Background: an optimization exercise with open tools, aiming at small area and a short achievable clock period. Do not read the settings as production practice. The RTL was checked by simulation tests, not by an equivalence proof against the original design.

Setup of the baseline:
Design j17_core, start of the top module:
module j17_core (
  input         clk,
  input         rst,
  input  [31:0] instr,
  input  [17:0] sw,
  input         btn,
  output [31:0] pc,
  output [31:0] result,
  output [6:0]  display1,
  output [6:0]  display2,
  output [6:0]  display3
);
  wire is_imm, c_add, c_sub, c_mul, c_div, c_mod, c_not, c_and, c_or, c_shl, c_shr, c_ones;
  wire w_alu, w_b, push, pop, j_a, j_cmp, j_z, j_nz, halt;
  wire [2:0] cmp_sel;
  UC uc (
    .instruction(instr), .is_imm(is_imm), .c_add(c_add), .c_sub(c_sub), .c_mul(c_mul),
    .c_div(c_div), .c_mod(c_mod), .c_not(c_not), .c_and(c_and), .c_or(c_or),
    .c_shl(c_shl), .c_shr(c_shr), .c_ones(c_ones), .w_alu(w_alu), .w_b(w_b),
    .push(push), .pop(pop), .j_a(j_a), .j_cmp(j_cmp), .j_z(j_z), .j_nz(j_nz),
    .halt(halt), .cmp_sel(cmp_sel)
  );
  wire       f   = instr[25];
  wire [2:0] ra  = instr[24:22];
  wire       f1  = instr[21];
  wire [2:0] rb  = instr[20:18];
  wire [2:0] rt  = instr[17:15];
  wire [20:0] imm = instr[20:0];
  reg [31:0] PC, RES;
  reg [31:0] R [0:7];
  reg [31:0] D0, D1, D2, D5, D6, D7, D8, D9, D10;    
  ...
Size in the first run: ~9,300 cells after synthesis, roughly 620 flip-flops, ~140 I/O pins, ~77,000 µm² of cells after synthesis.
export LEC_CHECK = 0
export ABC_AREA = 1
export CAP_MARGIN = 20
export CORE_MARGIN = 2
export CORE_UTILIZATION = 40
export PLACE_DENSITY = 0.6
export SLEW_MARGIN = 20
create_clock -name core_clock -period 120.0 [get_ports {clk}]
standard.sh (not shown) runs the stock make flow with config.mk's settings and CLKGATE_MAP_FILE= SYNTH_SCRIPT=/design/flow/synth_recipe.tcl, a recipe that flattens the netlist after the stock synthesis.
==> flow/flow/run.sh <==
#!/bin/bash
set -uo pipefail
bash standard.sh SETUP_SLACK_MARGIN=40 SETUP_MOVE_SEQUENCE=sizeup SKIP_PIN_SWAP=1 \
  SKIP_GATE_CLONING=1 finish > flow_make.log 2>&1
status=$?
tail -n 40 flow_make.log
exit $status
The final layout from the baseline, which completed every stage, passed the timing, DRC and antenna checks at the end of the flow.
The inputs of the candidate differ from those of the baseline as listed below.
==> flow/flow/run.sh <==
#!/bin/bash
set -uo pipefail
bash standard.sh SETUP_SLACK_MARGIN=40 finish > flow_make.log 2>&1
status=$?
tail -n 40 flow_make.log
exit $status
## What came out
The candidate reached the end of the flow, and the finished layout is clean on the timing, DRC and antenna checks.
The candidate vs the baseline, cell count went up by 1.9%.
Status: sequential share of cell area parity (the candidate, the baseline)
Between the baseline and the candidate, the cell area does not differ in any meaningful way.
Routed wire length, the baseline and the candidate: smaller value in the baseline
In the metrics for the baseline and the candidate, the one carrying the lower number of buffers outside the clock class in the layout is the baseline.
The candidate vs the baseline: multi-input combinational area share down in the candidate
Re area used by multi-input combinational logic: the candidate is about 3.2% down on the baseline.

---

Another version of the RTL of j17_core (not shown whole).
Size: roughly 9,800 cells after synthesis, roughly 620 flip-flops, ~140 I/O pins, ~79,000 µm² of cells after synthesis.
==> flow/config.mk <==
export PLATFORM = sky130hd
export DESIGN_NAME = j17_core
export DESIGN_NICKNAME = j17_core
export VERILOG_FILES = /design/flow/design.v
export SDC_FILE = /design/flow/constraint.sdc
export NUM_CORES = 4
export LEC_CHECK = 0
export ABC_AREA = 1
export CAP_MARGIN = 10
export CORE_MARGIN = 2
export CORE_UTILIZATION = 40
export CTS_BUF_LIST = sky130_fd_sc_hd__clkbuf_8
export PLACE_DENSITY = 0.6
export SLEW_MARGIN = 10
==> flow/constraint.sdc <==
create_clock -name core_clock -period 120.0 [get_ports {clk}]
set_input_delay 24.0000 -clock core_clock [delete_from_list [all_inputs] [get_ports {clk}]]
set_output_delay 24.0000 -clock core_clock [all_outputs]
set_load 0.01 [all_outputs]
==> flow/flow/run.sh <==
#!/bin/bash
set -uo pipefail
bash standard.sh SETUP_SLACK_MARGIN=40 SETUP_MOVE_SEQUENCE=sizeup SKIP_PIN_SWAP=1 \
  SKIP_GATE_CLONING=1 BUFFER_PORTS_ARGS="-buffer_cell sky130_fd_sc_hd__buf_2" finish > flow_make.log 2>&1
status=$?
tail -n 40 flow_make.log
exit $status
The first run finished with timing, DRC and antenna clean.
Edit:
Settings changed: CAP_MARGIN 10 to 20, SLEW_MARGIN 10 to 20.
Global-route usage stays flat.
First-iteration DRC count went down by 1.9%.
Wire length barely changes.
Hold slack hardly moves.

---

== run A ==
j17_core, a different RTL version from the one above (not shown whole).
Size: roughly 620 flip-flops, ~140 I/O pins.
Settings: LEC_CHECK=0, ABC_AREA=1, CAP_MARGIN=10, CORE_MARGIN=2, CORE_UTILIZATION=40, CTS_BUF_LIST=sky130_fd_sc_hd__clkbuf_8, PLACE_DENSITY=0.6, SLEW_MARGIN=10; clock period 120.0 ns.
==> flow/flow/run.sh <==
#!/bin/bash
set -uo pipefail
bash standard.sh SETUP_SLACK_MARGIN=45 SETUP_MOVE_SEQUENCE=sizeup SKIP_PIN_SWAP=1 \
  SKIP_GATE_CLONING=1 BUFFER_PORTS_ARGS="-buffer_cell sky130_fd_sc_hd__buf_2" finish > flow_make.log 2>&1
status=$?
tail -n 40 flow_make.log
exit $status
Changes in run B relative to run A:
==> flow/flow/run.sh <==
#!/bin/bash
set -uo pipefail
bash standard.sh SETUP_SLACK_MARGIN=41 SETUP_MOVE_SEQUENCE=sizeup SKIP_PIN_SWAP=1 \
  SKIP_GATE_CLONING=1 BUFFER_PORTS_ARGS="-buffer_cell sky130_fd_sc_hd__buf_2" finish > flow_make.log 2>&1
status=$?
tail -n 40 flow_make.log
exit $status
[summary]
On final net count, run A tracks run B almost exactly.
Of the two values seen for end of the critical path, D0[28]$_DFFE_PP_ was produced by run B and D1[8]$_DFFE_PP_ by run A.
Count of clock-buffer cells in the layout came out exactly the same in run B and run A.
From run A to run B the numbers moved as follows: wire length flat; setup slack down 3510 ps.
For run C, these inputs were changed with respect to run B:
- changing SLEW_MARGIN from 10 to 20
- changing CAP_MARGIN from 10 to 20
==> flow/flow/run.sh <==
#!/bin/bash
set -uo pipefail
bash standard.sh SETUP_SLACK_MARGIN=40 SETUP_MOVE_SEQUENCE=sizeup SKIP_PIN_SWAP=1 \
  SKIP_GATE_CLONING=1 BUFFER_PORTS_ARGS="-buffer_cell sky130_fd_sc_hd__buf_2" finish > flow_make.log 2>&1
status=$?
tail -n 40 flow_make.log
exit $status
## What came out
- Post-route met1 wirelength in run C is 530 um above run B.
- Compared run B against run C; utilization of the core after routing within noise.
- Diff run C and run B: critical path required time lower in run B
- Between run C and run B, the difference in share of cells above drive strength 1 is negligible.
- [compare] base=run B new=run C: worst hold slack after final layout fell by 3.7 ps, area of placed instances stayed essentially flat, design area stayed essentially flat, number of nets in the layout stayed essentially flat.

---

j17_core again, from the RTL that the note above started with.
Settings: LEC_CHECK=0, ABC_AREA=1, CAP_MARGIN=10, CORE_MARGIN=2, CORE_UTILIZATION=40, CTS_BUF_LIST=sky130_fd_sc_hd__clkbuf_8, PLACE_DENSITY=0.6, SLEW_MARGIN=10; clock period 120.0 ns.
==> flow/flow/run.sh <==
#!/bin/bash
set -uo pipefail
bash standard.sh SETUP_SLACK_MARGIN=44 SETUP_MOVE_SEQUENCE=sizeup SKIP_PIN_SWAP=1 \
  SKIP_GATE_CLONING=1 BUFFER_PORTS_ARGS="-buffer_cell sky130_fd_sc_hd__buf_2" finish > flow_make.log 2>&1
status=$?
tail -n 40 flow_make.log
exit $status
The baseline produced a clean layout.
Then changed:
--- a/flow/flow/run.sh
+++ b/flow/flow/run.sh
@@ -3 +3 @@
-bash standard.sh SETUP_SLACK_MARGIN=44 SETUP_MOVE_SEQUENCE=sizeup SKIP_PIN_SWAP=1 \
+bash standard.sh SETUP_SLACK_MARGIN=42 SETUP_MOVE_SEQUENCE=sizeup SKIP_PIN_SWAP=1 \
Effect: Setup slack got worse by 1.9 ns. Design area is lower by 0.99%. Synthesized cell count is unchanged. Non-clock buffer count is higher by 1. Via count is lower by 0.46%. Clock-buffer cell count does not change. Die area stays the same. Global-route usage is about the same.
Then changed:
--- a/flow/flow/run.sh
+++ b/flow/flow/run.sh
@@ -3 +3 @@
-bash standard.sh SETUP_SLACK_MARGIN=42 SETUP_MOVE_SEQUENCE=sizeup SKIP_PIN_SWAP=1 \
+bash standard.sh SETUP_SLACK_MARGIN=40 SETUP_MOVE_SEQUENCE=sizeup SKIP_PIN_SWAP=1 \
What happened: Area after synthesis stays the same. First-iteration DRC count fell by 1.2%. Wire length barely changes. Maximum frequency falls by 2.0%. Flip-flop and latch count is unchanged. Utilization came out lower by 0.24 points.
Then changed:
--- a/flow/flow/run.sh
+++ b/flow/flow/run.sh
@@ -3 +3 @@
-bash standard.sh SETUP_SLACK_MARGIN=40 SETUP_MOVE_SEQUENCE=sizeup SKIP_PIN_SWAP=1 \
+bash standard.sh SETUP_SLACK_MARGIN=43 SETUP_MOVE_SEQUENCE=sizeup SKIP_PIN_SWAP=1 \
Outcome: The new run ran to the end with no violations; cell area rises slightly; wire length is about the same; worst setup slack gains 2.5 ns; count of clock-buffer cells in the layout stays the same; flip-flop and latch count does not change.

==> afterwards: timing with drivers on the ports <==
The results above use ideal ports. As a check the final layouts listed here were re-extracted and re-timed, cells and wires unchanged.
Step 1, drivers: a clkbuf_16 drives clk and a buf_2 each remaining input, both assumed.
Step 2 times the ports against the registers' clock, not the clock port: input delays grow and output delays shrink by t, the midpoint of the rising clock arrivals with the driver on.
Slacks: no drivers / after step 1 / after step 2; pairs: no drivers / after step 1.
run | t (ns) | setup WS [ns] | latest minus earliest clock arrival (ns) | pins driven straight from the clock port
the baseline | 0.756 | 42.492 / 42.490 / 41.734 | 0.063 / 0.063 | 1
the candidate | 0.761 | 42.392 / 42.409 / 41.648 | 0.071 / 0.070 | 1
the first run of note 2 | 0.875 | 42.997 / 42.904 / 42.029 | 0.055 / 0.055 | 1
the second run of note 2 | 0.885 | 42.957 / 42.925 / 42.039 | 0.102 / 0.101 | 1
run A | 0.899 | 47.212 / 47.232 / 46.333 | 0.099 / 0.098 | 1
run B | 0.909 | 43.706 / 43.742 / 42.832 | 0.094 / 0.093 | 1
run C | 0.900 | 43.173 / 43.215 / 42.315 | 0.075 / 0.075 | 1
the first run of note 4 | 0.900 | 46.642 / 46.679 / 45.779 | 0.095 / 0.094 | 1
the second run of note 4 | 0.898 | 44.787 / 44.824 / 43.926 | 0.094 / 0.094 | 1
the third run of note 4 | 0.898 | 43.248 / 43.283 / 42.385 | 0.092 / 0.092 | 1
the fourth run of note 4 | 0.906 | 45.768 / 45.803 / 44.897 | 0.097 / 0.097 | 1
After both steps setup and hold are still met in every run listed. For the first run of note 2, which loses most, drivers alone change the setup slack by -0.093 ns; drivers and shift together by -0.968 ns.
